Source: an optimization exercise on an open RTL-to-GDS flow (aim: small area). Production flows keep margins and buffers that such runs may drop.
Function was checked by simulation only, so behaviour that the tests miss may differ from the original.
No run shown here takes its clock network from TritonCTS; it comes from the design's own scripts or RTL.
The flow treats the clock pin as an ideal source. Dropping or thinning the clock tree relies on that and would not hold on a real chip.
Power figures rest on the tool's default switching activity, not on a simulated workload.

==> flow/design.v <==
`timescale 1ns / 1ps
module uart(
  input  clk,
  input  reset_n,
  input  rx,
  output enter
);
localparam [7:0] KEY = 8'h0D;
localparam [13:0] R_END  = 14'h1337;
localparam [13:0] R_MASK = 14'h2FEE;
localparam [13:0] R_HALF = 14'h23EB;    
localparam [13:0] R_BIT  = 14'h2129;    
reg [13:0] rtm;
reg [3:0]  rc;
reg        match;
wire rev = ((rtm ^ R_END) & R_MASK) == 14'd0;
wire [13:0] rstep = {rtm[12:0], rtm[13] ^ rtm[12]};
wire [2:0] ksel = rc[2:0] - 3'd1;
always @(posedge clk) begin
  if (~reset_n) begin
    rc <= 4'd15;
  end else if (rc[3:1] == 3'b111) begin
    rc  <= rx ? 4'd15 : 4'd0;
  end else if (rc == 4'd12) begin
    rc <= 4'd14;
  end else if (rc == 4'd13) begin
    rc <= 4'd15;
  end else if (rev) begin
    if (rc == 4'd0) begin
      rc    <= rx ? 4'd10 : 4'd1;
      match <= 1'b1;
    end else if (rc <= 4'd8) begin
      rc    <= rc + 4'd1;
      match <= match & (rx == KEY[ksel]);
    end else if (rc == 4'd9) begin
      rc <= rx ? (match ? 4'd12 : 4'd13) : 4'd10;
    end else if (rc == 4'd10) begin
      rc <= 4'd11;
    end else begin
      rc <= 4'd15;
    end
  end
end
always @(posedge clk) begin
  if (rc[3:1] == 3'b111) rtm <= R_HALF;
  else if (rev) rtm <= R_BIT;
  else rtm <= rstep;
end
assign enter = (rc == 4'd14);
endmodule
`timescale 1ns / 1ps
module lab4(
  input  clk,
  input  reset_n,
  input  [3:0] usr_btn,
  output [3:0] usr_led,
  input  uart_rx,
  output uart_tx
);
assign usr_led = usr_btn;
wire enter;
uart uart(
  .clk(clk),
  .reset_n(reset_n),
  .rx(uart_rx),
  .enter(enter)
);
localparam [13:0] T_END  = 14'h05B8;
localparam [13:0] T_MASK = 14'h36FB;
localparam [13:0] T_BIT  = 14'h1475;    
localparam [13:0] T_BIT2 = 14'h351D;    
localparam [13:0] T_INIT = 14'h3571;    
reg [13:0] ttm;
reg [3:0]  slot;
reg [3:0]  bidx;
reg        str;    
wire tev = ((ttm ^ T_END) & T_MASK) == 14'd0;
wire [13:0] tstep = {ttm[12:0], ttm[13] ^ ttm[12]};
always @(posedge clk) begin
  if (~reset_n) begin
    slot <= 4'd14;
    bidx <= 4'd11;
    str  <= 1'b0;
    ttm  <= T_INIT;
  end else if (slot == 4'd10) begin
    ttm <= T_BIT;
    if (enter) slot <= 4'd15;
  end else if (tev) begin
    if (slot == 4'd9) begin
      if (bidx == 4'd13) begin
        bidx <= 4'd11;
        str  <= ~str;
        slot <= str ? 4'd14 : 4'd10;
        ttm  <= T_INIT;
      end else begin
        bidx <= {bidx[2:0], ~(bidx[3] ^ bidx[0])};
        slot <= 4'd15;
        ttm  <= T_BIT;
      end
    end else begin
      slot <= slot + 4'd1;
      ttm  <= (slot == 4'd8) ? T_BIT2 : T_BIT;
    end
  end else begin
    ttm <= tstep;
  end
end
reg [7:0] rom_byte;
always @(*) begin
  case ({str, bidx})
    5'd11: rom_byte = 8'h0D;
    5'd7: rom_byte = 8'h0A;
    5'd14: rom_byte = 8'h50;
    5'd12: rom_byte = 8'h72;
    5'd8: rom_byte = 8'h65;
    5'd0: rom_byte = 8'h73;
    5'd1: rom_byte = 8'h73;
    5'd2: rom_byte = 8'h20;
    5'd5: rom_byte = 8'h45;
    5'd10: rom_byte = 8'h6E;
    5'd4: rom_byte = 8'h74;
    5'd9: rom_byte = 8'h65;
    5'd3: rom_byte = 8'h72;
    5'd6: rom_byte = 8'h3A;
    5'd13: rom_byte = 8'h20;
    5'd27: rom_byte = 8'h48;
    5'd23: rom_byte = 8'h65;
    5'd30: rom_byte = 8'h6C;
    5'd28: rom_byte = 8'h6C;
    5'd24: rom_byte = 8'h6F;
    5'd16: rom_byte = 8'h2C;
    5'd17: rom_byte = 8'h20;
    5'd18: rom_byte = 8'h57;
    5'd21: rom_byte = 8'h6F;
    5'd26: rom_byte = 8'h72;
    5'd20: rom_byte = 8'h6C;
    5'd25: rom_byte = 8'h64;
    5'd19: rom_byte = 8'h21;
    5'd22: rom_byte = 8'h0D;
    5'd29: rom_byte = 8'h0A;
    default: rom_byte = 8'h00;
  endcase
end
assign uart_tx = slot[3] ? ~&slot : rom_byte[slot[2:0]];
endmodule
==> flow/flow/run.sh <==
#!/bin/bash
# Own layout flow: the standard flow (standard.sh), with these changes:
#  - synthesis maps the logic with an area-oriented ABC script (area.abc) and
#    without ORFS's adder extraction; everything else in synthesis, and so the
#    registers, their names and cell types, is synth_recipe.tcl unchanged;
#  - the clock tree is a flat one made by cts.tcl (a few buffers from the
#    clock port, each driving a group of flip-flops) instead of TritonCTS;
#  - port buffers are buf_1 cells.
# Each tool's output stays in orfs/logs/; make's own output goes to flow.log.
set -euo pipefail
W=$(pwd)
export MY_WORK=$W
export MY_ABC_SCRIPT=$W/flow/area.abc
export MY_CTS_BUF=${MY_CTS_BUF:-sky130_fd_sc_hd__clkbuf_8}
export MY_CTS_N=${MY_CTS_N:-3}
export PRE_CTS_TCL=$W/flow/cts.tcl
bash standard.sh SYNTH_SCRIPT=$W/flow/synth.tcl ADDER_MAP_FILE= \
  "BUFFER_PORTS_ARGS=-inputs -outputs -buffer_cell sky130_fd_sc_hd__buf_1" \
  finish > $W/flow.log 2>&1
==> flow/flow/area.abc <==
strash
&get -n
&fraig -x
&put
scorr
dc2
strash
&get -n
&deepsyn -T 60 -S 1
&dch -f
&nf -p -R 1000
&put
==> flow/flow/cts.tcl <==
# PRE_CTS_TCL: replaces TritonCTS for this small design with a flat clock
# tree: the clock port drives MY_CTS_N buffers (MY_CTS_BUF), each placed at
# the centre of the flip-flops it drives, the flip-flops cut into groups by
# x position. The rest of ORFS's cts step (placement legalisation, timing
# repair) runs as usual.
proc manual_cts {buf n} {
  set items {}
  foreach p [get_pins -of_objects [get_nets clk]] {
    if {[get_property $p direction] == "input"} {
      set inst [[sta::sta_to_db_pin $p] getInst]
      set loc [$inst getLocation]
      lappend items [list [lindex $loc 0] [lindex $loc 1] $p]
    }
  }
  set items [lsort -integer -index 0 $items]
  set per [expr {int(ceil([llength $items] / double($n)))}]
  for {set g 0} {$g < $n} {incr g} {
    set grp [lrange $items [expr {$g * $per}] [expr {($g + 1) * $per - 1}]]
    if {[llength $grp] == 0} { continue }
    set sx 0
    set sy 0
    set lp {}
    foreach it $grp {
      set sx [expr {$sx + [lindex $it 0]}]
      set sy [expr {$sy + [lindex $it 1]}]
      lappend lp [lindex $it 2]
    }
    set cx [expr {$sx / [llength $grp] / 1000.0}]
    set cy [expr {$sy / [llength $grp] / 1000.0}]
    puts "manual_cts: $buf for [llength $grp] sinks at $cx $cy"
    insert_buffer -buffer_cell $buf -net clk -load_pins $lp -location [list $cx $cy] \
      -buffer_name clkbuf_m$g -net_name clknet_m$g
  }
}
rename clock_tree_synthesis tritoncts_clock_tree_synthesis
proc clock_tree_synthesis {args} {
  manual_cts $::env(MY_CTS_BUF) $::env(MY_CTS_N)
  set_propagated_clock [all_clocks]
}
==> flow/flow/synth.tcl <==
# synth_recipe.tcl with ORFS's abc call given our own script (area.abc) and no
# delay target; every other step, and the flatten/rename at the end, is
# synth_recipe.tcl's own.
proc abc {args} {
  set i [lsearch -exact $args -script]
  if { $i >= 0 } { set args [lreplace $args $i [expr {$i + 1}] -script $::env(MY_ABC_SCRIPT)] }
  set j [lsearch -exact $args -D]
  if { $j >= 0 } { set args [lreplace $args $j [expr {$j + 1}]] }
  yosys abc {*}$args
}
source $::env(MY_WORK)/synth_recipe.tcl
==> flow/standard.sh <==
#!/bin/bash
# synth_recipe.tcl (not shown) runs the flow's synth.tcl, then flattens the netlist and writes it again
# the make line also repeats each setting of config.mk as NAME=value (left out here)
make -C /OpenROAD-flow-scripts/flow DESIGN_CONFIG=/design/flow/config.mk WORK_HOME=/design/flow/orfs CLKGATE_MAP_FILE= SYNTH_SCRIPT=/design/flow/synth_recipe.tcl "${@:-finish}"
==> flow/config.mk <==
export PLATFORM = sky130hd
export DESIGN_NAME = lab4
export DESIGN_NICKNAME = lab4
export VERILOG_FILES = /design/flow/design.v
export SDC_FILE = /design/flow/constraint.sdc
export NUM_CORES = 4
export LEC_CHECK = 0
export CAP_MARGIN = 20
export CORE_MARGIN = 2
export CORE_UTILIZATION = 40
export PLACE_DENSITY = 0.6
export SLEW_MARGIN = 20
==> flow/constraint.sdc <==
create_clock -name core_clock -period 10.0 [get_ports {clk}]
set_input_delay 2.0000 -clock core_clock [delete_from_list [all_inputs] [get_ports {clk}]]
set_output_delay 2.0000 -clock core_clock [all_outputs]
set_load 0.01 [all_outputs]
==> results of run 1 <==
==> registers in the layout, summed over array words and instances (netlist names) <==
| signal | cells |
|---|---|
| bidx | 4 |
| slot | 4 |
| str | 1 |
| ttm | 14 |
| uart.match | 1 |
| uart.rc | 4 |
| uart.rtm | 14 |
==> worst register-to-register path, cell delays in order (launching register included) <==
cell     delay, ps
dfxtp_1        340
nor4b_1        300
nand4_1        140
nor3_1         770
nand2_1        180
xor2_1         210
nand4_1        200
nand2_1        200
a21o_1         100
==> synthesized netlist by cell type, types with 3 or more instances <==
cell,number
o211ai_1,3
clkinv_1,9
or3_1,5
buf_4,4
o31ai_1,4
nand2b_1,5
nand4_1,4
nor2b_1,4
a21oi_1,14
and2_0,3
nand3_1,7
xor2_1,3
a21o_1,4
dfxtp_1,41
o22ai_1,4
o21ai_0,12
xnor2_1,3
nor3_1,3
nor2_1,11
o21a_1,3
nand2_1,30
and3_1,8
==> power breakdown <==
part	total [mW]	switching, mW	internal, mW
Clock	0.0686	0.0410	0.0276
Combinational	0.0668	0.0361	0.0307
Sequential	0.225	0.0244	0.200
==> layout make-up, clock buffers not listed <==
cell class / count / area share (%)
inverters: 9 / 1.80
multi-input cells: 151 / 46.5
flip-flops and latches: 42 / 45.5
well taps: 52 / 3.48
repair buffers: 3 / 0.602
==> stage by stage <==
step           hold WS (ps)  setup slack [ps]  instances
2_1_floorplan           386              5880        206
3_3_place_gp            390              5980        257
3_5_place_dp            397              5950        257
4_1_cts                 418              5760        260
5_1_grt                 423              5510        260
6_report                412              5780        260
==> layer usage <==
metal / track usage (%) / up-vias / routed length (um) / part of all wire [%]
li1: - / 750 / - / -
met2: 22.0 / 25 / 1430 / 44
met5: 0 / - / 0 / 0
met3: 1.14 / 3 / 110 / 3.4
met1: 20.1 / 663 / 1660 / 51
met4: 1.89 / 0 / 27 / 0.84
==> how the worst max path moves through the flow <==
| stage | start | end | slack (ps) | cells past startpoint |
|---|---|---|---|---|
| CTS | slot[0] | uart_tx | 5760 | 10 |
| global route | slot[0] | uart_tx | 5510 | 10 |
| floorplan | usr_btn[0] | usr_led[0] | 5880 | 1 |
| detailed placement | slot[0] | uart_tx | 5950 | 10 |
| finish | slot[0] | uart_tx | 5780 | 10 |
| global placement | slot[0] | uart_tx | 5980 | 10 |
==> kinds of logic after synthesis <==
family / after synthesis / synth area share, %
AND/OR/NAND/NOR: 84 / 23.4
AO/OA/AOI/OAI: 61 / 22.4
flip-flops: 42 / 47.7
buffers and inverters: 13 / 3.58
XOR/XNOR: 6 / 2.95
==> notes.md, run 1 <==
flop2flop setup slack=roughly 7500 ps; most frequent cells in the layout=41 x dfxtp_1, 30 x nand2_1, 14 x a21oi_1; Overall Power=360 uW; WP data arrival=2220 ps; delay-heaviest family, CP=compound AO/OA/AOI/OAI gates; fin crit share=42.2%; die height=70.8 um; hold path startpoint=uart.rtm[4]; register area share after synthesis=47.7%; FF-to-FF Start=ttm[12]; syn nets=213; Synth Area per Inst=8.66 sq um; core area=0.00432 sq mm; hpwl dp=2.33 mm; Resized cells post-CTS=0; Yosys top cell area share=a little under half; final setup fails=0; area of the multi-input gates=870 sq um; vias in the first global route=1,296; drt pass-1 iters=4; Worst Hold Path EP=uart.rtm[5]; worst setup path category=register to primary output; Die Wd=70.8 um; Seq cells post-synth=42; via/cell ratio=5.54; sequential cell area=between 800 and 900 sq um; TNS Setup=0 ps; floorplan row count=24; biggest area consumer among synthesized cells=dfxtp_1; GRT Total Usage=13.5%; Worst slew margin=33.7%; total wire length=3.23 mm; WP buf/inv=2; first-pass GRT wire length=5.90 mm; die area=0.00501 sq mm; io pins=12; antenna violations before repair=0; final worst path period need=4220 ps; RD Place Congestion=just over 0.8; clock-pin slew on the worst setup and hold paths=~90 ps; Startpoint Class=register; clock skew=9.11 ps; RSZ-0062 raised after global routing=false; Port Buffer Count=3; Nets=217; Peak VDD IR=0.0000699 V; ANT cells=0; gr ovfl total=0; Antenna Violating Nets Remaining=0; pwr dens=about 190 mW/mm^2; DRC errors left=0; cts hold-fix bufs=0; Placement Cell Area=approximately 0.0018 sq mm; Syn Inst Count=206; CP endpoint kind=primary output; Worst Reg2Reg Path Length in Cells=8; max-slew violations=0; yosys warns=2; Clock Latency Late Sink=approximately 150 ps; layout cells sized above 1=1.44%; Mapped Area=roughly 0.0018 sq mm; asr flop ratio synth=0%; final instance area=0.00187 sq mm; postcts setup bufs=0; per-cell routed wire length=12.4 um; Worst Tran Pin Value=987 ps; Top FF cell, synth=dfxtp_1; via count=1,441; initial core utilization=41.3%; Fill cells=450; First DRT Iteration DRCs=a little under 60; largest net degree at the start of global routing=18; Area Growth Syn to Fin=4.91%; hold depth=1; commonest non-fill, non-tap cell in the layout=dfxtp_1; required time worst endpoint=8000 ps; top cells by area, synth=dfxtp_1 46%, nand2_1 6.3%, a21oi_1 3.9%; Max FO, Critical Path=14; hold violation total from the final report=0; reg2reg end=ttm[8]; crit-path max cell delay=600 ps; Lkg Pwr=0.698 nW; CP dominant cell by count=nor2_1; Cell variety after synth=38; CP Cell Sequence=clkinv_1 > nor2_1 > a2111oi_0 > a21oi_1 > nand2_1 > nor2_1 > a211oi_1 > a21o_1 > a32oi_1 > buf_1; Layout Utilization=between 40% and 50%; max_cap viols=0; Post-synth EDFFs=1; HP Class=register to register; upper clock frequency limit=237 MHz; status=finished clean; crit path max-delay cell type=dfxtp_1
==> run 2, diff against run 1 <==
--- a/flow/design.v
+++ b/flow/design.v
@@ -12,2 +12,3 @@
 localparam [13:0] R_BIT  = 14'h2129;    
+localparam [13:0] R_INV  = 14'h2AAA;
 reg [13:0] rtm;
@@ -15,4 +16,5 @@
 reg        match;
-wire rev = ((rtm ^ R_END) & R_MASK) == 14'd0;
-wire [13:0] rstep = {rtm[12:0], rtm[13] ^ rtm[12]};
+wire [13:0] rval = rtm ^ R_INV;    
+wire rev = ((rval ^ R_END) & R_MASK) == 14'd0;
+wire [13:0] rstep = {rval[12:0], rval[13] ^ rval[12]} ^ R_INV;
 wire [2:0] ksel = rc[2:0] - 3'd1;
@@ -30,6 +32,4 @@
       rc    <= rx ? 4'd10 : 4'd1;
-      match <= 1'b1;
     end else if (rc <= 4'd8) begin
       rc    <= rc + 4'd1;
-      match <= match & (rx == KEY[ksel]);
     end else if (rc == 4'd9) begin
@@ -44,6 +44,10 @@
 always @(posedge clk) begin
-  if (rc[3:1] == 3'b111) rtm <= R_HALF;
-  else if (rev) rtm <= R_BIT;
+  if (rc[3:1] == 3'b111) rtm <= R_HALF ^ R_INV;
+  else if (rev) rtm <= R_BIT ^ R_INV;
   else rtm <= rstep;
 end
+wire chk_ev  = rev & (rc == 4'd0);
+wire miss_ev = rev & (rc != 4'd0) & (rc <= 4'd8) & (rx != KEY[ksel]);
+always @(posedge clk)
+  match <= chk_ev | (match & ~miss_ev);
 assign enter = (rc == 4'd14);
@@ -72,2 +76,3 @@
 localparam [13:0] T_INIT = 14'h3571;    
+localparam [13:0] T_INV  = 14'h2AAA;
 reg [13:0] ttm;
@@ -76,4 +81,5 @@
 reg        str;    
-wire tev = ((ttm ^ T_END) & T_MASK) == 14'd0;
-wire [13:0] tstep = {ttm[12:0], ttm[13] ^ ttm[12]};
+wire [13:0] tval = ttm ^ T_INV;    
+wire tev = ((tval ^ T_END) & T_MASK) == 14'd0;
+wire [13:0] tstep = {tval[12:0], tval[13] ^ tval[12]} ^ T_INV;
 always @(posedge clk) begin
@@ -83,5 +89,5 @@
     str  <= 1'b0;
-    ttm  <= T_INIT;
+    ttm  <= T_INIT ^ T_INV;
   end else if (slot == 4'd10) begin
-    ttm <= T_BIT;
+    ttm <= T_BIT ^ T_INV;
     if (enter) slot <= 4'd15;
@@ -89,11 +95,10 @@
     if (slot == 4'd9) begin
+      bidx <= {bidx[2:0], ~(bidx[3] ^ bidx[0])};
       if (bidx == 4'd13) begin
-        bidx <= 4'd11;
         str  <= ~str;
         slot <= str ? 4'd14 : 4'd10;
-        ttm  <= T_INIT;
+        ttm  <= T_INIT ^ T_INV;
       end else begin
-        bidx <= {bidx[2:0], ~(bidx[3] ^ bidx[0])};
         slot <= 4'd15;
-        ttm  <= T_BIT;
+        ttm  <= T_BIT ^ T_INV;
       end
@@ -101,3 +106,3 @@
       slot <= slot + 4'd1;
-      ttm  <= (slot == 4'd8) ? T_BIT2 : T_BIT;
+      ttm  <= ((slot == 4'd8) ? T_BIT2 : T_BIT) ^ T_INV;
     end
==> flow/flow/run.sh (replaced) <==
#!/bin/bash
# Own layout flow: the standard flow (standard.sh), with these changes:
#  - synthesis maps the logic with several area-oriented ABC scripts
#    (abc_*.abc), keeps the smallest result, and skips ORFS's adder
#    extraction; everything else in synthesis, and so the registers, their
#    names and cell types, is synth_recipe.tcl unchanged;
#  - the clock tree is a flat one made by cts.tcl (a few buffers from the
#    clock port, each driving a group of flip-flops) instead of TritonCTS;
#  - port buffers are buf_1 cells, and synthesis puts no buffer between the
#    buttons and the LEDs (the standard flow removes those buffers later).
# Each tool's output stays in orfs/logs/; make's own output goes to flow.log.
set -euo pipefail
W=$(pwd)
export MY_WORK=$W
export MY_ABC_SCRIPTS="$(ls $W/flow/abc_*.abc)"
export MY_CTS_BUF=${MY_CTS_BUF:-sky130_fd_sc_hd__clkbuf_8}
export MY_CTS_N=${MY_CTS_N:-2}
export PRE_CTS_TCL=$W/flow/cts.tcl
bash standard.sh SYNTH_SCRIPT=$W/flow/synth.tcl ADDER_MAP_FILE= SYNTH_INSBUF=0 \
  "BUFFER_PORTS_ARGS=-inputs -outputs -buffer_cell sky130_fd_sc_hd__buf_1" \
  finish > $W/flow.log 2>&1
==> flow/flow/abc_s1.abc (new file) <==
strash
&get -n
&fraig -x
&put
scorr
dc2
strash
&get -n
&deepsyn -T 45 -S 1
&nf -p -R 1000
&put
==> flow/flow/abc_s3.abc (new file) <==
strash
&get -n
&fraig -x
&put
scorr
dc2
strash
&get -n
&deepsyn -T 45 -S 3
&nf -p -R 1000
&put
==> flow/flow/abc_s6.abc (new file) <==
strash
&get -n
&fraig -x
&put
scorr
dc2
strash
&get -n
&deepsyn -T 45 -S 6
&nf -p -R 1000
&put
==> flow/flow/abc_s6d.abc (new file) <==
strash
&get -n
&fraig -x
&put
scorr
dc2
strash
&get -n
&deepsyn -T 45 -S 6
&dch -f
&nf -p -R 1000
&put
==> flow/flow/synth.tcl (replaced) <==
# synth_recipe.tcl with ORFS's abc call replaced: the logic is mapped with
# each of our area-oriented ABC scripts (MY_ABC_SCRIPTS, no delay target) and
# the smallest result is kept. Every other step, and the flatten/rename at
# the end, is synth_recipe.tcl's own, so the registers are the standard ones.
proc abc {args} {
  set i [lsearch -exact $args -script]
  if { $i >= 0 } { set args [lreplace $args $i [expr {$i + 1}]] }
  set j [lsearch -exact $args -D]
  if { $j >= 0 } { set args [lreplace $args $j [expr {$j + 1}]] }
  set libs {}
  for {set n 0} {$n < [llength $args]} {incr n} {
    if { [lindex $args $n] eq "-liberty" } { lappend libs -liberty [lindex $args [expr {$n + 1}]] }
  }
  yosys design -save my_pre_abc
  set best -1
  set k 0
  foreach s $::env(MY_ABC_SCRIPTS) {
    yosys design -load my_pre_abc
    yosys abc {*}$args -script $s
    set f $::env(MY_WORK)/abc_stat_$k.txt
    yosys tee -q -o $f stat {*}$libs
    set fh [open $f r]
    set txt [read $fh]
    close $fh
    regexp {Chip area for module[^:]*:\s*([0-9.]+)} $txt -> area
    puts "abc with [file tail $s]: area $area"
    if { $best < 0 || $area < $best } {
      set best $area
      yosys design -save my_best_abc
    }
    incr k
  }
  puts "abc: kept area $best"
  yosys design -load my_best_abc
}
source $::env(MY_WORK)/synth_recipe.tcl
--- a/flow/config.mk
+++ b/flow/config.mk
@@ -8,5 +8,6 @@
 export CAP_MARGIN = 20
-export CORE_MARGIN = 2
-export CORE_UTILIZATION = 40
-export PLACE_DENSITY = 0.6
+export CORE_AREA = 2 2 60 60
+export DIE_AREA = 0 0 62 62
+export GPL_TIMING_DRIVEN = 0
+export PLACE_DENSITY = 0.8
 export SLEW_MARGIN = 20
removed: flow/flow/area.abc
==> run 2 against run 1 <==
Compared with the run above:
- flip-flop and latch count unchanged
- core utilization increased by 11 points
- via count shrank 1.3%
==> notes.md, run 2 <==
GRT busiest layer=met2; Net Sw Power=109 uW (+7.6%); M3 GR Usage=1.24% (+0.10 points); antenna violations before repair=0 (unchanged); die area=0.00384 sq mm (-23%); Nets=209 (-3.7%); GRT met2 Usage=30.5% (+8.5 points); count leader, synth=dfxtp_1; syn nets=202 (-5.2%); die height=62 um (-12%); TNS Setup=0 ps (unchanged); asr flop ratio synth=0% (unchanged); pre-CTS setup slack=6000 ps (+50.3 ps); Cell variety after synth=38 (unchanged); Worst Tran Pin Value=829 ps (-158 ps); Comb pwr share=20.5% (+1.9 points); core area=0.00328 sq mm (-24%); most frequent cells in the layout=42 x dfxtp_1, 28 x nor2_1, 22 x nand2_1; pwr dens=201 mW/mm^2 (+4.6%); switch share=30.5% (+2.3 points); Peak VDD IR=0.000168 V (+140%); required time worst endpoint=8000 ps (about the same); Syn Inst Count=195 (-5.3%); ranking of synthesized cells by instance count=42 x dfxtp_1, 28 x nor2_1, 22 x nand2_1; via/cell ratio=5.78 (+4.3%); clock-pin slew on the worst setup and hold paths=110 ps (+20 ps); floorplan row count=21 (-13%); HP Class=register to register; Max FO, Critical Path=8 (-6); RD Place Congestion=0.902 (+11%); total wire length=3.05 mm (-5.6%); io pins=12 (unchanged); WP data arrival=2180 ps (-40 ps); Startpoint Class=register; worst setup path category=register to primary output; Yosys top cell area share=50.0% (+4.0 points); RSZ-0062 raised after global routing=false; hold depth=1 (unchanged); Synth Area per Inst=8.62 sq um (-0.51%); via count=1,422 (-1.3%); Port Buffer Count=3 (unchanged); final instance area=0.00178 sq mm (-4.7%); Reg power frac=63.6% (+1.2 points); internal power=249 uW (-3.5%); Lkg Pwr=0.626 nW (-10%); sequential cell area=841 sq um (-1.2%); crit path max-delay cell type=dfxtp_1; commonest non-fill, non-tap cell in the layout=dfxtp_1; Worst Reg2Reg Path Length in Cells=9 (+1); ANT cells=0 (unchanged); Mapped Area=0.00168 sq mm (-5.8%); Clock power frac=15.9% (-3.2 points); FF-to-FF Start=ttm[13]; yosys warns=2 (unchanged); clock skew=2.75 ps (-6.37 ps); per-cell routed wire length=12.4 um (-0.26%); Placed Cells incl. Taps=244 (-5.1%); First DRT Iteration DRCs=75 (+29%); postcts setup bufs=0 (unchanged); cts hold-fix bufs=0 (unchanged); final worst path period need=4180 ps (-39.1 ps); non-filler cells, final=246 (-5.4%); Resized cells post-CTS=0 (unchanged); largest net degree at the start of global routing=22 (+4); Area Growth Syn to Fin=6.11%; Worst slew margin=44.0% (+10 points); initial core utilization=51.2% (+9.9 points); final setup fails=0 (unchanged); Die Wd=62 um (-12%); PnR worst setup slack=5820 ps (+39.1 ps); max-slew violations=0 (unchanged); hpwl dp=2.23 mm (-4.3%); max_cap viols=0 (unchanged); reg2reg end=slot[2]; first-pass GRT wire length=5.21 mm (-12%); Placement Cell Area=0.00176 sq mm (-4.1%); biggest area consumer among synthesized cells=dfxtp_1; Top FF cell, synth=dfxtp_1; crit-path max cell delay=500 ps (-100 ps); CP startpoint=str; Antenna Violating Nets Remaining=0 (unchanged); Worst Hold Path EP=ttm[12]; met1 GRT Util=23.2% (+3.1 points); fin crit share=41.8% (-0.39 points); CP Cell Sequence=clkinv_1 > nor2_1 > a21oi_1 > nand3b_1 > o31ai_1 > a21oi_1 > nor2_1 > a2111oi_0 > a21oi_1 > buf_1; area of the multi-input gates=812 sq um (-6.6%); flop2flop setup slack=7070 ps (-450 ps); upper clock frequency limit=239 MHz (+0.93%); vias in the first global route=1,255 (-3.2%); Clock Latency Late Sink=170 ps (+20 ps); Fill cells=303 (-33%); CP endpoint kind=primary output; GRT Total Usage=16.9% (+3.3 points); CP dominant cell by count=a21oi_1; hold path startpoint=ttm[11]; gr ovfl total=0 (unchanged); top cells by area, synth=dfxtp_1 50%, nor2_1 6.3%, a21oi_1 5.1%; largest registers=ttm: 14 flops, uart.rtm: 14 flops; layout cells sized above 1=1.50% (+0.058 points); register area share after synthesis=50.0% (+2.4 points); status=finished clean; hold violation total from the final report=0 (unchanged); DRC errors left=0 (unchanged); Seq cells post-synth=42 (unchanged); drt pass-1 iters=4 (unchanged); Post-synth EDFFs=0 (-1)
## run 2: how the worst max path moves through the flow
stage	end	cells after the start	slack (ps)
floorplan	usr_led[0]	0	6000
global placement	usr_led[0]	0	6000
detailed placement	usr_led[0]	0	6000
CTS	uart_tx	10	5830
global route	uart_tx	10	5490
finish	uart_tx	10	5820
## run 2: worst max-delay path, delay by kind of cell (launching register included)
family | cells | cell delay [ps]
AO/OA/AOI/OAI | 5 | 730
flip-flops | 1 | 500
AND/OR/NAND/NOR | 3 | 420
buffers and inverters | 2 | 360
## run 2: cell type report, clock buffers not listed
class	instances	area share, %
inverter	9	1.89
multi-input combinational	144	45.5
sequential	42	47.2
tap	46	3.23
timing repair buffer	3	0.632
## run 2: stage by stage
step	power, mW	util, %	hold slack, ps
after floorplan	0.283	-	343
after global placement	0.303	53.3	345
after detailed placement	0.305	53.4	348
after CTS	0.362	54.3	380
after global routing	0.384	54.3	383
final	0.359	54.3	375
## run 2: routing by layer
metal	part of all wire, %	up-vias
met4	0.33	0
met5	0	-
met3	4.1	2
li1	-	734
met1	50	656
met2	46	30
## run 2: cell families after synthesis
kind of cell | synth area share [%]
AND/OR/NAND/NOR | 24.8
flip-flops | 50.0
XOR/XNOR | 3.13
buffers and inverters | 2.01
AO/OA/AOI/OAI | 20.0
## run 2: power by group through the flow
stage | logic, mW | clock network [mW] | registers (mW)
after floorplan | 0.0585 | 0 | 0.225
after global placement | 0.0718 | 0 | 0.231
after detailed placement | 0.0731 | 0 | 0.232
after CTS | 0.0743 | 0.0595 | 0.228
after global routing | 0.0849 | 0.0660 | 0.233
final | 0.0736 | 0.0569 | 0.228
==> run 3, diff against run 2 <==
==> flow/design.v (replaced) <==
`timescale 1ns / 1ps
module uart(
  input  clk,
  input  reset_n,
  input  rx,
  output enter
);
localparam [13:0] R_END  = 14'h3555;
localparam [13:0] R_MASK = 14'h1FFD;
localparam [13:0] R_HALF = 14'h21A2;    
localparam [13:0] R_BIT  = 14'h2426;    
localparam [13:0] R_INV  = 14'h2AAA;
localparam [3:0] R_CHK = 4'd13;
localparam [3:0] R_D0 = 4'd0;
localparam [3:0] R_D1 = 4'd1;
localparam [3:0] R_D2 = 4'd2;
localparam [3:0] R_D3 = 4'd3;
localparam [3:0] R_D4 = 4'd4;
localparam [3:0] R_D5 = 4'd5;
localparam [3:0] R_D6 = 4'd6;
localparam [3:0] R_D7 = 4'd7;
localparam [3:0] R_STOP = 4'd8;
localparam [3:0] R_E1 = 4'd9;
localparam [3:0] R_E2 = 4'd10;
localparam [3:0] R_RCVE = 4'd11;
localparam [3:0] R_RCVO = 4'd12;
localparam [3:0] R_IDLEE = 4'd14;
localparam [3:0] R_IDLE = 4'd15;
reg [13:0] rtm;
reg [3:0]  rc;
reg        match;    
wire [13:0] rval = rtm ^ R_INV;    
wire rev = ((rval ^ R_END) & R_MASK) == 14'd0;
wire [13:0] rstep = {rval[12:0], rval[13] ^ rval[12]} ^ R_INV;
wire idle = (rc == R_IDLE) || (rc == R_IDLEE);
always @(posedge clk) begin
  if (~reset_n) begin
    rc <= R_IDLE;
  end else if (idle) begin
    rc <= rx ? R_IDLE : R_CHK;
  end else if (rc == R_RCVE) begin
    rc <= R_IDLEE;
  end else if (rc == R_RCVO) begin
    rc <= R_IDLE;
  end else if (rev) begin
    case (rc)
      R_CHK:  rc <= rx ? R_E1 : R_D0;
      R_D0:   rc <= R_D1;
      R_D1:   rc <= R_D2;
      R_D2:   rc <= R_D3;
      R_D3:   rc <= R_D4;
      R_D4:   rc <= R_D5;
      R_D5:   rc <= R_D6;
      R_D6:   rc <= R_D7;
      R_D7:   rc <= R_STOP;
      R_STOP: rc <= rx ? (match ? R_RCVE : R_RCVO) : R_E1;
      R_E1: rc <= R_E2;
      default: rc <= R_IDLE;  
    endcase
  end
end
always @(posedge clk) begin
  if (idle) rtm <= R_HALF ^ R_INV;
  else if (rev) rtm <= R_BIT ^ R_INV;
  else rtm <= rstep;
end
reg miss;
always @(*) begin
  case (rc)
    R_D0, R_D2, R_D3: miss = ~rx;
    R_D1, R_D4, R_D5, R_D6, R_D7: miss = rx;
    default: miss = 1'b0;
  endcase
end
always @(posedge clk)
  match <= (rev & (rc == R_CHK)) | (match & ~(rev & miss));
assign enter = (rc == R_IDLEE);
endmodule
`timescale 1ns / 1ps
module lab4(
  input  clk,
  input  reset_n,
  input  [3:0] usr_btn,
  output [3:0] usr_led,
  input  uart_rx,
  output uart_tx
);
assign usr_led = usr_btn;
wire enter;
uart uart(
  .clk(clk),
  .reset_n(reset_n),
  .rx(uart_rx),
  .enter(enter)
);
localparam [13:0] T_END  = 14'h2BAE;
localparam [13:0] T_MASK = 14'h36FB;
localparam [13:0] T_BIT  = 14'h1540;    
localparam [13:0] T_BIT2 = 14'h0550;    
localparam [13:0] T_INIT = 14'h3A51;    
localparam [13:0] T_INV  = 14'h2AAA;
localparam [3:0] S_D0 = 4'd0;
localparam [3:0] S_D1 = 4'd1;
localparam [3:0] S_D2 = 4'd2;
localparam [3:0] S_D3 = 4'd3;
localparam [3:0] S_D4 = 4'd4;
localparam [3:0] S_D5 = 4'd5;
localparam [3:0] S_D6 = 4'd6;
localparam [3:0] S_D7 = 4'd7;
localparam [3:0] S_START = 4'd15;
localparam [3:0] S_STOP1 = 4'd8;
localparam [3:0] S_STOP2 = 4'd9;
localparam [3:0] S_WAIT = 4'd10;
localparam [3:0] S_INIT = 4'd14;
reg [13:0] ttm;
reg [3:0]  slot;
reg [3:0]  bidx;
reg        str;    
wire [13:0] tval = ttm ^ T_INV;    
wire tev = ((tval ^ T_END) & T_MASK) == 14'd0;
wire [13:0] tstep = {tval[12:0], tval[13] ^ tval[12]} ^ T_INV;
always @(posedge clk) begin
  if (~reset_n) begin
    slot <= S_INIT;
    bidx <= 4'd11;
    str  <= 1'b0;
    ttm  <= T_INIT ^ T_INV;
  end else if (slot == S_WAIT) begin
    ttm <= T_BIT ^ T_INV;
    if (enter) slot <= S_START;
  end else if (tev) begin
    ttm <= T_BIT ^ T_INV;
    case (slot)
      S_INIT:  slot <= S_START;
      S_START: slot <= S_D0;
      S_D0:    slot <= S_D1;
      S_D1:    slot <= S_D2;
      S_D2:    slot <= S_D3;
      S_D3:    slot <= S_D4;
      S_D4:    slot <= S_D5;
      S_D5:    slot <= S_D6;
      S_D6:    slot <= S_D7;
      S_D7:    slot <= S_STOP1;
      S_STOP1: begin
        slot <= S_STOP2;
        ttm  <= T_BIT2 ^ T_INV;
      end
      default: begin  
        bidx <= {bidx[2:0], ~(bidx[3] ^ bidx[0])};
        if (bidx == 4'd13) begin
          str  <= ~str;
          slot <= str ? S_INIT : S_WAIT;
          ttm  <= T_INIT ^ T_INV;
        end else begin
          slot <= S_START;
        end
      end
    endcase
  end else begin
    ttm <= tstep;
  end
end
reg [7:0] rom_byte;
always @(*) begin
  case ({str, bidx})
    5'd11: rom_byte = 8'h0D;
    5'd7: rom_byte = 8'h0A;
    5'd14: rom_byte = 8'h50;
    5'd12: rom_byte = 8'h72;
    5'd8: rom_byte = 8'h65;
    5'd0: rom_byte = 8'h73;
    5'd1: rom_byte = 8'h73;
    5'd2: rom_byte = 8'h20;
    5'd5: rom_byte = 8'h45;
    5'd10: rom_byte = 8'h6E;
    5'd4: rom_byte = 8'h74;
    5'd9: rom_byte = 8'h65;
    5'd3: rom_byte = 8'h72;
    5'd6: rom_byte = 8'h3A;
    5'd13: rom_byte = 8'h20;
    5'd27: rom_byte = 8'h48;
    5'd23: rom_byte = 8'h65;
    5'd30: rom_byte = 8'h6C;
    5'd28: rom_byte = 8'h6C;
    5'd24: rom_byte = 8'h6F;
    5'd16: rom_byte = 8'h2C;
    5'd17: rom_byte = 8'h20;
    5'd18: rom_byte = 8'h57;
    5'd21: rom_byte = 8'h6F;
    5'd26: rom_byte = 8'h72;
    5'd20: rom_byte = 8'h6C;
    5'd25: rom_byte = 8'h64;
    5'd19: rom_byte = 8'h21;
    5'd22: rom_byte = 8'h0D;
    5'd29: rom_byte = 8'h0A;
    default: rom_byte = 8'h00;
  endcase
end
reg tx;
always @(*) begin
  case (slot)
    S_D0, S_D1, S_D2, S_D3, S_D4, S_D5, S_D6, S_D7: tx = rom_byte[slot[2:0]];
    S_START: tx = 1'b0;
    default: tx = 1'b1;
  endcase
end
assign uart_tx = tx;
endmodule
==> flow/flow/abc_j1000_s3.abc (new file) <==
strash
&get -n
&fraig -x
&put
scorr
dc2
strash
&get -n
&deepsyn -J 1000 -S 3
&nf -p -R 1000
&put
==> flow/flow/abc_j1000_s4.abc (new file) <==
strash
&get -n
&fraig -x
&put
scorr
dc2
strash
&get -n
&deepsyn -J 1000 -S 4
&nf -p -R 1000
&put
removed: flow/flow/abc_s1.abc
removed: flow/flow/abc_s3.abc
removed: flow/flow/abc_s6.abc
removed: flow/flow/abc_s6d.abc
==> run 3 against run 2 <==
Compared with the run above:
- still clean on timing, DRC and antenna
- wire length down 7.0%
- via count is 5.8% lower
- combinational power is 87% lower
- die area unchanged
- register-to-register slack gained 40 ps
- critical path type unchanged
- critical endpoint unchanged
- largest power group unchanged
- highest routed layer unchanged
==> notes.md, run 3 <==
Yosys top cell area share=50.7% (+0.64 points); Placement Cell Area=0.00173 sq mm (-1.6%); fin crit share=41.1% (-0.79 points); WP data arrival=2110 ps (-70 ps); GRT Total Usage=14.8% (-2.0 points); non-filler cells, final=243 (-1.2%); CP dominant cell by count=a31oi_1; required time worst endpoint=8000 ps (about the same); Fill cells=321 (+5.9%); postcts setup bufs=0 (unchanged); hold violation total from the final report=0 (unchanged); initial core utilization=50.5% (-0.65 points); syn nets=199 (-1.5%); Resized cells post-CTS=0 (unchanged); ranking of synthesized cells by instance count=42 x dfxtp_1, 27 x nand2_1, 21 x o21ai_0; reg2reg end=ttm[10]; WP buf/inv=1 (-1); Nets=206 (-1.4%); Syn Inst Count=192 (-1.5%); pre-CTS setup slack=6000 ps (unchanged); register area share after synthesis=50.7% (+0.64 points); first-pass GRT wire length=4.57 mm (-12%); largest registers=ttm: 14 flops, uart.rtm: 14 flops; sequential cell area=841 sq um (unchanged); Overall Power=246 uW (-32%); final worst path period need=4110 ps (-79.0 ps); Synth Area per Inst=8.64 sq um (+0.28%); antenna violations before repair=0 (unchanged); RSZ-0062 raised after global routing=false; max-slew violations=0 (unchanged); HP Class=register to register; CP endpoint kind=primary output; per-cell routed wire length=11.7 um (-5.8%); commonest non-fill, non-tap cell in the layout=dfxtp_1; vias in the first global route=1,102 (-12%); area of the multi-input gates=803 sq um (-1.1%); total wire length=2.84 mm (-7.0%); max_cap viols=0 (unchanged); clock skew=9.01 ps (+6.26 ps); pwr dens=140 mW/mm^2 (-30%); Top FF cell, synth=dfxtp_1; yosys warns=2 (unchanged); via/cell ratio=5.51 (-4.6%); Mapped Area=0.00166 sq mm (-1.3%); Worst Hold Margin=376 ps (+1.22 ps); TNS Setup=0 ps (unchanged); Max FO, Critical Path=13 (+5); flop2flop setup slack=7110 ps (+40 ps); hold depth=1 (unchanged); Peak VDD IR=0.000149 V (-11%); die height=62 um (unchanged); status=finished clean; biggest area consumer among synthesized cells=dfxtp_1; delay-heaviest family, CP=compound AO/OA/AOI/OAI gates; Seq cells post-synth=42 (unchanged); PnR worst setup slack=5890 ps (+79.0 ps); layout cells sized above 1=1.02% (-0.48 points); crit-path max cell delay=590 ps (+90 ps); largest net degree at the start of global routing=22 (unchanged); RD Place Congestion=0.760 (-16%); core area=0.00328 sq mm (unchanged); Worst Reg2Reg Path Length in Cells=8 (-1); via count=1,340 (-5.8%); Clock Latency Late Sink=170 ps (about the same); Layout Utilization=53.4% (-0.84 points); ANT cells=0 (unchanged); cts hold-fix bufs=0 (unchanged); drt pass-1 iters=4 (unchanged); Worst Hold Path EP=ttm[3]; Lkg Pwr=0.628 nW (+0.25%); asr flop ratio synth=0% (unchanged); final setup fails=0 (unchanged); Worst Tran Pin Value=922 ps (+93.6 ps); hold path startpoint=ttm[2]; crit path max-delay cell type=dfxtp_1; upper clock frequency limit=244 MHz (+1.9%); floorplan row count=21 (unchanged); io pins=12 (unchanged); Placed Cells incl. Taps=241 (-1.2%); Port Buffer Count=3 (unchanged); most frequent cells in the layout=42 x dfxtp_1, 27 x nand2_1, 21 x o21ai_0; die area=0.00384 sq mm (unchanged); First DRT Iteration DRCs=100 (+33%); FF-to-FF Start=ttm[10]; hpwl dp=2.03 mm (-8.7%); CP Cell Sequence=nor2b_1 > nand2_1 > o31ai_1 > a31oi_1 > o21ai_0 > nand4_1 > o2111ai_1 > a21oi_1 > a211oi_1 > a31oi_1 > buf_1; Area Growth Syn to Fin=5.81%; worst setup path category=register to primary output; Worst slew margin=37.9% (-6.0 points); Die Wd=62 um (unchanged); Startpoint Class=register; DRC errors left=0 (unchanged); count leader, synth=dfxtp_1; final instance area=0.00176 sq mm (-1.5%); Antenna Violating Nets Remaining=0 (unchanged); clock-pin slew on the worst setup and hold paths=120 ps (about the same); Post-synth EDFFs=0 (unchanged); Cell variety after synth=34 (-11%); top cells by area, synth=dfxtp_1 51%, o21ai_0 6.3%, nand2_1 6.1%; gr ovfl total=0 (unchanged)
## run 3: cell count changes in the layout (fill, tap and decap cells not counted), moves of 4 or more
cell and delta:
o22ai_1 -4, a21oi_1 -6, clkinv_1 -5, nand3_1 +4, nand2_1 +5, nor2_1 -9, nand2b_1 -4, o21ai_0 +10
## run 3: cell type report, clock buffers not listed
cell class | count | area share [%]
Sequential cell | 42 | 47.9
Multi-Input combinational cell | 146 | 45.8
Tap cell | 46 | 3.28
Inverter | 4 | 0.855
Timing Repair Buffer | 3 | 0.641
## run 3: layer usage
| metal | track usage [%] | vias to the layer above | wire length [um] | share of wire (%) |
|---|---|---|---|---|
| met5 | 0 | - | 0 | 0 |
| met4 | 0.912 | 0 | 22 | 0.78 |
| met3 | 0.828 | 2 | 63 | 2.2 |
| met2 | 25.4 | 13 | 1320 | 46 |
| met1 | 21.6 | 602 | 1430 | 50 |
| li1 | - | 723 | - | - |
## run 3: report_power, final
part	internal (mW)	leakage (nW)	switching (mW)
sequential	0.175	0.347	0.00414
clock	0.0187	0.0144	0.0379
combinational	0.00366	0.267	0.00606
total	0.198	0.628	0.0481
## run 3: cells by family (layout without fill, tap and decap cells)
kind of cell	after synthesis	after routing	synth area share [%]
buffers and inverters	4	9	0.905
AO/OA/AOI/OAI	58	58	22.0
XOR/XNOR	4	4	2.11
flip-flops	42	42	50.7
AND/OR/NAND/NOR	84	84	24.3
## run 3: worst register-to-register path, delay by kind of cell, from the launching register on
| kind | cells | cell delay [ps] |
|---|---|---|
| and+or+nand+nor | 7 | 2320 |
| AOI/OAI and AO/OA | 1 | 130 |
| DFF | 1 | 330 |
## run 3: worst max path at each step
| stage | startpoint | end | cells after the start |
|---|---|---|---|
| after floorplan | usr_btn[0] | usr_led[0] | 0 |
| after global placement | usr_btn[0] | usr_led[0] | 0 |
| after detailed placement | usr_btn[0] | usr_led[0] | 0 |
| after CTS | bidx[2] | uart_tx | 11 |
| after global routing | bidx[2] | uart_tx | 11 |
| final | bidx[2] | uart_tx | 11 |
==> run 4, diff against run 3 <==
--- a/flow/design.v
+++ b/flow/design.v
@@ -101,15 +101,15 @@
 localparam [13:0] T_INV  = 14'h2AAA;
-localparam [3:0] S_D0 = 4'd0;
-localparam [3:0] S_D1 = 4'd1;
-localparam [3:0] S_D2 = 4'd2;
-localparam [3:0] S_D3 = 4'd3;
-localparam [3:0] S_D4 = 4'd4;
-localparam [3:0] S_D5 = 4'd5;
-localparam [3:0] S_D6 = 4'd6;
-localparam [3:0] S_D7 = 4'd7;
-localparam [3:0] S_START = 4'd15;
-localparam [3:0] S_STOP1 = 4'd8;
-localparam [3:0] S_STOP2 = 4'd9;
-localparam [3:0] S_WAIT = 4'd10;
-localparam [3:0] S_INIT = 4'd14;
+localparam [3:0] S_D0 = 4'd10;
+localparam [3:0] S_D1 = 4'd11;
+localparam [3:0] S_D2 = 4'd8;
+localparam [3:0] S_D3 = 4'd9;
+localparam [3:0] S_D4 = 4'd14;
+localparam [3:0] S_D5 = 4'd15;
+localparam [3:0] S_D6 = 4'd12;
+localparam [3:0] S_D7 = 4'd13;
+localparam [3:0] S_START = 4'd5;
+localparam [3:0] S_STOP1 = 4'd2;
+localparam [3:0] S_STOP2 = 4'd3;
+localparam [3:0] S_WAIT = 4'd0;
+localparam [3:0] S_INIT = 4'd4;
 reg [13:0] ttm;
@@ -165,31 +165,31 @@
   case ({str, bidx})
-    5'd11: rom_byte = 8'h0D;
+    5'd11: rom_byte = 8'h07;
     5'd7: rom_byte = 8'h0A;
     5'd14: rom_byte = 8'h50;
-    5'd12: rom_byte = 8'h72;
-    5'd8: rom_byte = 8'h65;
-    5'd0: rom_byte = 8'h73;
-    5'd1: rom_byte = 8'h73;
-    5'd2: rom_byte = 8'h20;
-    5'd5: rom_byte = 8'h45;
-    5'd10: rom_byte = 8'h6E;
-    5'd4: rom_byte = 8'h74;
-    5'd9: rom_byte = 8'h65;
-    5'd3: rom_byte = 8'h72;
-    5'd6: rom_byte = 8'h3A;
-    5'd13: rom_byte = 8'h20;
-    5'd27: rom_byte = 8'h48;
-    5'd23: rom_byte = 8'h65;
-    5'd30: rom_byte = 8'h6C;
-    5'd28: rom_byte = 8'h6C;
-    5'd24: rom_byte = 8'h6F;
-    5'd16: rom_byte = 8'h2C;
-    5'd17: rom_byte = 8'h20;
-    5'd18: rom_byte = 8'h57;
-    5'd21: rom_byte = 8'h6F;
-    5'd26: rom_byte = 8'h72;
-    5'd20: rom_byte = 8'h6C;
-    5'd25: rom_byte = 8'h64;
-    5'd19: rom_byte = 8'h21;
-    5'd22: rom_byte = 8'h0D;
+    5'd12: rom_byte = 8'hD8;
+    5'd8: rom_byte = 8'h95;
+    5'd0: rom_byte = 8'hDC;
+    5'd1: rom_byte = 8'hDC;
+    5'd2: rom_byte = 8'h80;
+    5'd5: rom_byte = 8'h15;
+    5'd10: rom_byte = 8'h9B;
+    5'd4: rom_byte = 8'hD1;
+    5'd9: rom_byte = 8'h95;
+    5'd3: rom_byte = 8'hD8;
+    5'd6: rom_byte = 8'hCA;
+    5'd13: rom_byte = 8'h80;
+    5'd27: rom_byte = 8'h12;
+    5'd23: rom_byte = 8'h95;
+    5'd30: rom_byte = 8'h93;
+    5'd28: rom_byte = 8'h93;
+    5'd24: rom_byte = 8'h9F;
+    5'd16: rom_byte = 8'h83;
+    5'd17: rom_byte = 8'h80;
+    5'd18: rom_byte = 8'h5D;
+    5'd21: rom_byte = 8'h9F;
+    5'd26: rom_byte = 8'hD8;
+    5'd20: rom_byte = 8'h93;
+    5'd25: rom_byte = 8'h91;
+    5'd19: rom_byte = 8'h84;
+    5'd22: rom_byte = 8'h07;
     5'd29: rom_byte = 8'h0A;
==> flow/flow/abc_j1000_s2.abc (new file) <==
strash
&get -n
&fraig -x
&put
scorr
dc2
strash
&get -n
&deepsyn -J 1000 -S 2
&nf -p -R 1000
&put
removed: flow/flow/abc_j1000_s4.abc
==> run 4 against run 3 <==
Compared with the run above:
- still clean on timing, DRC and antenna
- sequential share of layout area is 0.55 points higher
- sequential power about the same
- clock power is 2% higher
- via count grew 0.67%
- first-iteration DRC count up 38%
- area after synthesis down 1.2%
- cell count unchanged
- design area is 1.1% lower
- die area stayed put
- flip-flop and latch count unchanged
- setup slack got worse by 180 ps
- largest cell class unchanged
- largest power group unchanged
==> notes.md, run 4 <==
yosys warns=2 (unchanged); Area Growth Syn to Fin=5.88% (about the same); die height=62 um (unchanged); hpwl dp=2.14 mm (+5.3%); WP buf/inv=2 (+1); non-filler cells, final=243 (unchanged); layout cells sized above 1=1.02% (unchanged); Lkg Pwr=0.634 nW (+1.0%); Antenna Violating Nets Remaining=0 (unchanged); Port Buffer Count=3 (unchanged); crit-path max cell delay=560 ps (-30 ps); Mapped Area=0.00164 sq mm (-1.2%); final setup fails=0 (unchanged); CP dominant cell by count=nor2_1; die area=0.00384 sq mm (unchanged); Peak VDD IR=0.000130 V (-12%); switch share=20.2% (+0.62 points); worst setup path category=register to primary output; Comb pwr share=4.1% (about the same); commonest non-fill, non-tap cell in the layout=dfxtp_1; internal power=198 uW (about the same); drt pass-1 iters=4 (unchanged); Seq cells post-synth=42 (unchanged); io pins=12 (unchanged); largest net degree at the start of global routing=22 (unchanged); TNS Setup=0 ps (unchanged); Worst Tran Pin Value=801 ps (-121 ps); CP Cell Sequence=clkinv_1 > nand2_1 > nor2_1 > a211oi_1 > nor2_1 > nor2_1 > o21ai_0 > a221o_1 > a32oi_1 > buf_1; RD Place Congestion=0.885 (+16%); Yosys top cell area share=51.3% (+0.62 points); vias in the first global route=1,112 (+0.91%); initial core utilization=49.9% (-0.61 points); status=finished clean; pwr dens=143 mW/mm^2 (+2.0%); largest registers=ttm: 14 flops, uart.rtm: 14 flops; gr ovfl total=0 (unchanged); Post-synth EDFFs=0 (unchanged); Clock Latency Late Sink=170 ps (about the same); ranking of synthesized cells by instance count=42 x dfxtp_1, 25 x nand2_1, 22 x nor2_1; WP data arrival=2290 ps (+180 ps); final worst path period need=4290 ps (+180 ps); clock skew=9.04 ps (+0.0297 ps); max_cap viols=0 (unchanged); Overall Power=248 uW (+0.85%); register area share after synthesis=51.3% (+0.62 points); syn nets=199 (unchanged); asr flop ratio synth=0% (unchanged); most frequent cells in the layout=42 x dfxtp_1, 25 x nand2_1, 22 x nor2_1; first-pass GRT wire length=4.85 mm (+6.0%); Worst slew margin=46.1% (+8.1 points); Die Wd=62 um (unchanged); top cells by area, synth=dfxtp_1 51%, o21ai_0 5.8%, nand2_1 5.7%; Reg power frac=72.5% (-0.5 points); core area=0.00328 sq mm (unchanged); Syn Inst Count=192 (unchanged); Placed Cells incl. Taps=241 (unchanged); floorplan row count=21 (unchanged); upper clock frequency limit=233 MHz (-4.2%); biggest area consumer among synthesized cells=dfxtp_1; DRC errors left=0 (unchanged); per-cell routed wire length=12.3 um (+5.1%); GRT Total Usage=15.7% (+0.91 points); Resized cells post-CTS=0 (unchanged); crit path max-delay cell type=dfxtp_1; postcts setup bufs=0 (unchanged); HP Class=register to register; ANT cells=0 (unchanged); Net Sw Power=50.0 uW (+4.0%); fin crit share=42.9% (+1.8 points); clock-pin slew on the worst setup and hold paths=120 ps (about the same); Cell variety after synth=34 (unchanged); Synth Area per Inst=8.54 sq um (-1.2%); RSZ-0062 raised after global routing=false; Top FF cell, synth=dfxtp_1; CP endpoint kind=primary output; Startpoint Class=register; hold violation total from the final report=0 (unchanged); antenna violations before repair=0 (unchanged); via/cell ratio=5.55 (+0.67%); total wire length=2.98 mm (+5.1%); required time worst endpoint=8000 ps (about the same); count leader, synth=dfxtp_1; flop2flop setup slack=7120 ps (about the same); cts hold-fix bufs=0 (unchanged); First DRT Iteration DRCs=138 (+38%); Clock power frac=23.4% (+0.4 points); Nets=206 (unchanged); via count=1,349 (+0.67%); Max FO, Critical Path=11 (-2); delay-heaviest family, CP=compound AO/OA/AOI/OAI gates; max-slew violations=0 (unchanged)
[run 4: cell count changes in the layout (fill, tap and decap cells not counted), sizes merged, moves of 3 or more]
| cell | change |
|---|---|
| nor2 | +3 |
| nand3 | -5 |
| clkinv | +3 |
| nor3 | +6 |
[run 4: cells by family after synthesis]
logic type,after synthesis,share of synthesized area (%)
xor+xnor,3,1.60
compound gates,57,21.5
flops,42,51.3
buf+inv,7,1.60
simple gates,83,24.0
[run 4: final timing paths]
path,endpoint,from,cells after the start
max,uart_tx,bidx[0],10
min,ttm[3],ttm[2],1
max reg2reg,ttm[13],ttm[0],9
min reg2reg,ttm[3],ttm[2],1
[run 4: final cells by class, clock buffers not listed]
type	instances	area [sq um]
Multi-Input combinational cell	143	772
Tap cell	46	57.6
Timing Repair Buffer	3	11.3
Fill cell	305	1550
Sequential cell	42	841
Inverter	7	26.3
[run 4: power groups by stage]
stage / registers, mW / logic, mW / clock network (mW)
5_1_grt: 0.180 / 0.0122 / 0.0662
4_1_cts: 0.179 / 0.0105 / 0.0615
6_report: 0.179 / 0.0102 / 0.0580
3_5_place_dp: 0.183 / 0.0106 / 0
2_1_floorplan: 0.182 / 0.00740 / 0
3_3_place_gp: 0.183 / 0.00996 / 0
[run 4: per-layer routing]
| layer | vias up | global-route usage [%] | routed length, um |
|---|---|---|---|
| li1 | 710 | - | - |
| met1 | 613 | 23.8 | 1510 |
| met2 | 22 | 24.6 | 1330 |
| met3 | 4 | 1.45 | 94 |
| met4 | 0 | 3.04 | 42 |
| met5 | - | 0 | 0 |
[run 4: through the flow]
stage,hold slack [ps],utilization [%],instance area (sq um),setup WS (ps)
4_1_cts,392,52.8,1740,5710
6_report,386,52.8,1740,5710
3_5_place_dp,363,52.0,1710,5940
2_1_floorplan,355,-,1640,6000
3_3_place_gp,360,52.0,1710,5980
5_1_grt,403,52.8,1740,5500
==> run 5, diff against run 4 <==
--- a/flow/flow/run.sh
+++ b/flow/flow/run.sh
@@ -16,3 +16,3 @@
 export MY_CTS_BUF=${MY_CTS_BUF:-sky130_fd_sc_hd__clkbuf_8}
-export MY_CTS_N=${MY_CTS_N:-2}
+export MY_CTS_N=${MY_CTS_N:-3}
 export PRE_CTS_TCL=$W/flow/cts.tcl
==> run 5 against run 4 <==
Compared with the run above:
- sequential share of layout area decreased by 0.38 points
- critical endpoint unchanged
- die area unchanged
- largest cell class unchanged
- wire length is 0.97% lower
- global-route usage barely moved
- critical path type unchanged
==> notes.md, run 5 <==
Max FO, Critical Path=11 (unchanged); most frequent cells in the layout=42 x dfxtp_1, 25 x nand2_1, 22 x nor2_1; Worst Hold Margin=372 ps (-13.4 ps); commonest non-fill, non-tap cell in the layout=dfxtp_1; Clock Latency Late Sink=150 ps (-20 ps); first-pass GRT wire length=4.87 mm (+0.43%); worst setup path category=register to primary output; Post-synth EDFFs=0 (unchanged); max_cap viols=0 (unchanged); asr flop ratio synth=0% (unchanged); largest registers=ttm: 14 flops, uart.rtm: 14 flops; Worst slew margin=46.0% (-0.061 points); RD Place Congestion=0.885 (unchanged); hold depth=1 (unchanged); largest net degree at the start of global routing=15 (-32%); CP startpoint=bidx[0]; pre-CTS setup slack=5940 ps (unchanged); CP endpoint kind=primary output; count leader, synth=dfxtp_1; Die Wd=62 um (unchanged); Area Growth Syn to Fin=6.72%; DRC errors left=0 (unchanged); fin crit share=42.3% (-0.50 points); syn nets=199 (unchanged); gr ovfl total=0 (unchanged); Nets=207 (+0.49%); clock skew=10.9 ps (+1.84 ps); hold path startpoint=ttm[4]; PnR worst setup slack=5770 ps (+50.3 ps); First DRT Iteration DRCs=146 (+5.8%); final worst path period need=4230 ps (-50.3 ps); die height=62 um (unchanged); HP Class=register to register; register area share after synthesis=51.3% (unchanged); Cell variety after synth=34 (unchanged); via/cell ratio=5.60 (+0.85%); Clock power frac=25.9% (+2.5 points); Top FF cell, synth=dfxtp_1; io pins=12 (unchanged); Synth Area per Inst=8.54 sq um (unchanged); Placed Cells incl. Taps=241 (unchanged); upper clock frequency limit=236 MHz (+1.2%); required time worst endpoint=8000 ps (about the same); max-slew violations=0 (unchanged); floorplan row count=21 (unchanged); postcts setup bufs=0 (unchanged); initial core utilization=49.9% (unchanged); biggest area consumer among synthesized cells=dfxtp_1; status=finished clean; cts hold-fix bufs=0 (unchanged); Syn Inst Count=192 (unchanged); WP data arrival=2230 ps (-60 ps); top cells by area, synth=dfxtp_1 51%, o21ai_0 5.8%, nand2_1 5.7%; non-filler cells, final=244 (+0.41%); Peak VDD IR=0.000111 V (-15%); total wire length=2.95 mm (-0.97%); antenna violations before repair=0 (unchanged); layout cells sized above 1=1.52% (+0.50 points); TNS Setup=0 ps (unchanged); ANT cells=0 (unchanged); Mapped Area=0.00164 sq mm (unchanged); Reg power frac=70.1% (-2.4 points); Worst Reg2Reg Path Length in Cells=9 (unchanged); final setup fails=0 (unchanged); hold violation total from the final report=0 (unchanged); Antenna Violating Nets Remaining=0 (unchanged); flop2flop setup slack=7130 ps (about the same); Comb pwr share=4.0% (about the same); per-cell routed wire length=12.1 um (-1.4%); hpwl dp=2.14 mm (unchanged); Resized cells post-CTS=0 (unchanged); GRT Total Usage=15.7% (-0.043 points); Port Buffer Count=3 (unchanged); ranking of synthesized cells by instance count=42 x dfxtp_1, 25 x nand2_1, 22 x nor2_1; Startpoint Class=register; vias in the first global route=1,121 (+0.81%); via count=1,366 (+1.3%); pwr dens=146 mW/mm^2 (+2.5%); RSZ-0062 raised after global routing=false; die area=0.00384 sq mm (unchanged); drt pass-1 iters=4 (unchanged); Yosys top cell area share=51.3% (unchanged); Worst Hold Path EP=ttm[5]; Net Sw Power=49.7 uW (-0.71%); core area=0.00328 sq mm (unchanged); reg2reg end=ttm[13]; Fill cells=308 (+0.98%); Worst Tran Pin Value=802 ps (+0.909 ps); Seq cells post-synth=42 (unchanged); FF-to-FF Start=ttm[10]; yosys warns=2 (unchanged); switch share=19.4% (-0.79 points); internal power=206 uW (+4.4%); clock-pin slew on the worst setup and hold paths=90 ps (-30 ps); Lkg Pwr=0.641 nW (+1.1%)
run 5: critical path, cell delays in order (launching register included):
cell      delay (ps)
dfxtp_1          540
clkinv_1         140
nand2_1          120
nor2_1            60
a211oi_1         290
nor2_1            70
nor2_1            80
o21ai_0           90
a221o_1          310
a32oi_1          190
buf_1            170
run 5: layer usage:
metal	track usage (%)	wire length (um)
met1	23.6	1470
met2	24.6	1360
met3	1.66	106
met4	3.04	8
met5	0	0
run 5: final cells by class, clock buffers not listed:
type	instances	area [sq um]	share of cell area, %
Inverter	7	26.3	1.50
Multi-Input combinational cell	143	772	44.1
Sequential cell	42	841	48.1
Tap cell	46	57.6	3.29
Timing Repair Buffer	3	11.3	0.644
run 5: kinds of logic after synthesis:
logic type / share of synthesized area (%)
AOI/OAI and AO/OA: 21.5
xor gates and xnor gates: 1.60
buffers and inverters: 1.60
DFF: 51.3
and+or+nand+nor: 24.0
run 5: stage by stage:
step,area [sq um],util (%),power (mW)
global placement,1710,52.0,0.193
floorplan,1640,-,0.189
detailed placement,1710,52.0,0.194
finish,1750,53.3,0.256
CTS,1750,53.3,0.259
global route,1750,53.3,0.267
run 5: worst max-delay path by stage:
stage,end,slack (ps),cells past startpoint
floorplan,usr_led[0],6000,0
global placement,uart_tx,5980,10
detailed placement,uart_tx,5940,10
CTS,uart_tx,5750,10
global route,uart_tx,5540,10
finish,uart_tx,5770,10
run 5: power groups by stage:
stage          clock network, mW  registers (mW)  logic (mW)
2_1_floorplan                  0           0.182     0.00740
3_3_place_gp                   0           0.183     0.00996
3_5_place_dp                   0           0.183      0.0106
4_1_cts                   0.0688           0.179      0.0105
5_1_grt                   0.0749           0.180      0.0122
6_report                  0.0664           0.179      0.0102
==> run 6, diff against run 5 <==
--- a/flow/flow/run.sh
+++ b/flow/flow/run.sh
@@ -16,3 +16,3 @@
 export MY_CTS_BUF=${MY_CTS_BUF:-sky130_fd_sc_hd__clkbuf_8}
-export MY_CTS_N=${MY_CTS_N:-3}
+export MY_CTS_N=${MY_CTS_N:-2}
 export PRE_CTS_TCL=$W/flow/cts.tcl
--- a/flow/config.mk
+++ b/flow/config.mk
@@ -11,3 +11,3 @@
 export GPL_TIMING_DRIVEN = 0
-export PLACE_DENSITY = 0.8
+export PLACE_DENSITY = 0.92
 export SLEW_MARGIN = 20
==> run 6 against run 5 <==
Compared with the run above:
- flip-flop and latch count is the same
- clock skew decreased by 6.4 ps
- design area decreased by 0.79%
- worst hold slack gained 18 ps
- sequential share of layout area is 0.38 points higher
- area after synthesis did not move
- critical endpoint unchanged
- largest cell class unchanged
==> notes.md, run 6 <==
status=finished clean; Worst Tran Pin Value=838 ps (+36.3 ps); final setup fails=0 (unchanged); hold depth=1 (unchanged); antenna violations before repair=0 (unchanged); gr ovfl total=0 (unchanged); Worst slew margin=43.6% (-2.4 points); worst setup path category=register to primary output; Overall Power=248 uW (-3.3%); syn nets=199 (unchanged); top cells by area, synth=dfxtp_1 51%, o21ai_0 5.8%, nand2_1 5.7%; crit-path max cell delay=540 ps (about the same); HP Class=register to register; via/cell ratio=5.76 (+2.9%); Startpoint Class=register; Area Growth Syn to Fin=5.88%; drt pass-1 iters=4 (unchanged); first-pass GRT wire length=5.14 mm (+5.5%); CP startpoint=bidx[0]; layout cells sized above 1=1.02% (-0.50 points); Lkg Pwr=0.634 nW (-1.1%); Mapped Area=0.00164 sq mm (unchanged); largest net degree at the start of global routing=22 (+7); Clock Latency Late Sink=170 ps (+20 ps); hold violation total from the final report=0 (unchanged); GRT Total Usage=17.0% (+1.3 points); Comb pwr share=4.1% (about the same); Worst Reg2Reg Path Length in Cells=9 (unchanged); FF-to-FF Start=ttm[0]; clock skew=4.45 ps (-6.43 ps); postcts setup bufs=0 (unchanged); die height=62 um (unchanged); total wire length=3.20 mm (+8.6%); Reg power frac=72.5% (+2.4 points); floorplan row count=21 (unchanged); WP data arrival=2260 ps (+30 ps); crit path max-delay cell type=dfxtp_1; RD Place Congestion=0.900 (+1.7%); Nets=206 (-0.48%); Seq cells post-synth=42 (unchanged); WP buf/inv=2 (unchanged); Top FF cell, synth=dfxtp_1; Cell variety after synth=34 (unchanged); core area=0.00328 sq mm (unchanged); Port Buffer Count=3 (unchanged); pre-CTS setup slack=5960 ps (+16.2 ps); cts hold-fix bufs=0 (unchanged); ranking of synthesized cells by instance count=42 x dfxtp_1, 25 x nand2_1, 22 x nor2_1; Antenna Violating Nets Remaining=0 (unchanged); hold path startpoint=ttm[2]; most frequent cells in the layout=42 x dfxtp_1, 25 x nand2_1, 22 x nor2_1; CP endpoint kind=primary output; Resized cells post-CTS=0 (unchanged); final worst path period need=4260 ps (+26.4 ps); internal power=198 uW (-4.2%); asr flop ratio synth=0% (unchanged); via count=1,400 (+2.5%); Peak VDD IR=0.000146 V (+32%); Net Sw Power=50.0 uW (+0.72%); vias in the first global route=1,193 (+6.4%); die area=0.00384 sq mm (unchanged); clock-pin slew on the worst setup and hold paths=110 ps (+20 ps); biggest area consumer among synthesized cells=dfxtp_1; First DRT Iteration DRCs=170 (+16%); required time worst endpoint=8000 ps (about the same); RSZ-0062 raised after global routing=false; register area share after synthesis=51.3% (unchanged); switch share=20.2% (+0.80 points); Post-synth EDFFs=0 (unchanged); Syn Inst Count=192 (unchanged); count leader, synth=dfxtp_1; per-cell routed wire length=13.2 um (+9.1%); TNS Setup=0 ps (unchanged); io pins=12 (unchanged); Worst Hold Margin=390 ps (+18.0 ps); PnR worst setup slack=5740 ps (-26.4 ps); fin crit share=42.6% (+0.26 points); pwr dens=143 mW/mm^2 (-2.5%); initial core utilization=49.9% (unchanged); Die Wd=62 um (unchanged); commonest non-fill, non-tap cell in the layout=dfxtp_1; max-slew violations=0 (unchanged); hpwl dp=2.33 mm (+8.6%); DRC errors left=0 (unchanged); yosys warns=2 (unchanged); delay-heaviest family, CP=compound AO/OA/AOI/OAI gates; largest registers=ttm: 14 flops, uart.rtm: 14 flops; Clock power frac=23.3% (-2.6 points); max_cap viols=0 (unchanged); CP dominant cell by count=nor2_1; ANT cells=0 (unchanged); upper clock frequency limit=235 MHz (-0.62%); CP Cell Sequence=clkinv_1 > nand2_1 > nor2_1 > a211oi_1 > nor2_1 > nor2_1 > o21ai_0 > a221o_1 > a32oi_1 > buf_1; Synth Area per Inst=8.54 sq um (unchanged); Yosys top cell area share=51.3% (unchanged); Max FO, Critical Path=11 (unchanged); stages on the worst setup path=10 (unchanged)
run 6: through the flow:
step | instance area, sq um | instances | util [%]
floorplan | 1640 | 192 | -
global placement | 1710 | 241 | 52.0
detailed placement | 1710 | 241 | 52.0
CTS | 1740 | 243 | 52.8
global route | 1740 | 243 | 52.8
finish | 1740 | 243 | 52.8
run 6: area by class of cell, clock buffers not listed:
cell class              instances  area (sq um)
multi-input cells             143           772
fillers                       317          1550
well taps                      46          57.6
inverters                       7          26.3
flip-flops and latches         42           841
repair buffers                  3          11.3
run 6: logic make-up (layout without fill, tap and decap cells):
logic type             Yosys count  after routing  synth area share [%]
XOR/XNOR                         3              3                  1.60
flip-flops                      42             42                  51.3
AND/OR/NAND/NOR                 83             83                  24.0
buffers and inverters            7             12                  1.60
AO/OA/AOI/OAI                   57             57                  21.5
run 6: path summary, 6_finish.rpt:
| path | slack, ps | to |
|---|---|---|
| setup / recovery | 5740 | uart_tx |
| hold / removal | 390 | ttm[3] |
| setup reg to reg | 6960 | ttm[11] |
| hold reg to reg | 390 | ttm[3] |
run 6: worst register-to-register path: cells and delay by family (launching register included):
family	cells	cell delay, ps
AND/OR/NAND/NOR	7	2210
flip-flops	1	330
AO/OA/AOI/OAI	2	380
run 6: power by group through the flow:
stage	clock network (mW)	registers, mW	logic [mW]
2_1_floorplan	0	0.182	0.00740
3_3_place_gp	0	0.183	0.00976
3_5_place_dp	0	0.183	0.0103
4_1_cts	0.0594	0.180	0.0103
5_1_grt	0.0645	0.181	0.0117
6_report	0.0578	0.180	0.0102
run 6: per-layer routing:
metal	vias to the layer above	wire (um)	track usage [%]
li1	715	-	-
met1	643	1490	22.6
met2	39	1550	31.1
met3	3	128	0.828
met4	0	33	2.13
met5	-	0	0

==> port drivers added, routing unchanged <==
Ports are ideal in the flow. The routed layouts listed here were re-timed in OpenROAD. Step 1 sets driving cells, clkbuf_16 on the clock port and buf_2 on the other inputs (assumed; they add their load-dependent delay and slew). Step 2 moves the port delays by t, midway between the first and last clock arrival at a register: inputs arrive t later, outputs are due t later. That takes back most of the time a late clock gives input paths. a / b / c = ideal / step 1 / step 2; a / b = the first two.
run | t (ns) | slack for setup (ns) | slew at the worst register clock pin (ns) | pins driven straight from the clock port
run 1 | 0.188 | 5.776 / 5.735 / 5.922 | 0.09 / 0.09 | 3
run 2 | 0.196 | 5.815 / 5.785 / 5.959 | 0.11 / 0.11 | 2
run 3 | 0.197 | 5.895 / 5.862 / 5.959 | 0.12 / 0.12 | 2
run 4 | 0.201 | 5.715 / 5.681 / 5.882 | 0.12 / 0.12 | 2
run 5 | 0.182 | 5.765 / 5.726 / 5.908 | 0.09 / 0.09 | 3
run 6 | 0.201 | 5.739 / 5.705 / 5.905 | 0.12 / 0.12 | 2
After both steps setup and hold are still met in every run listed.
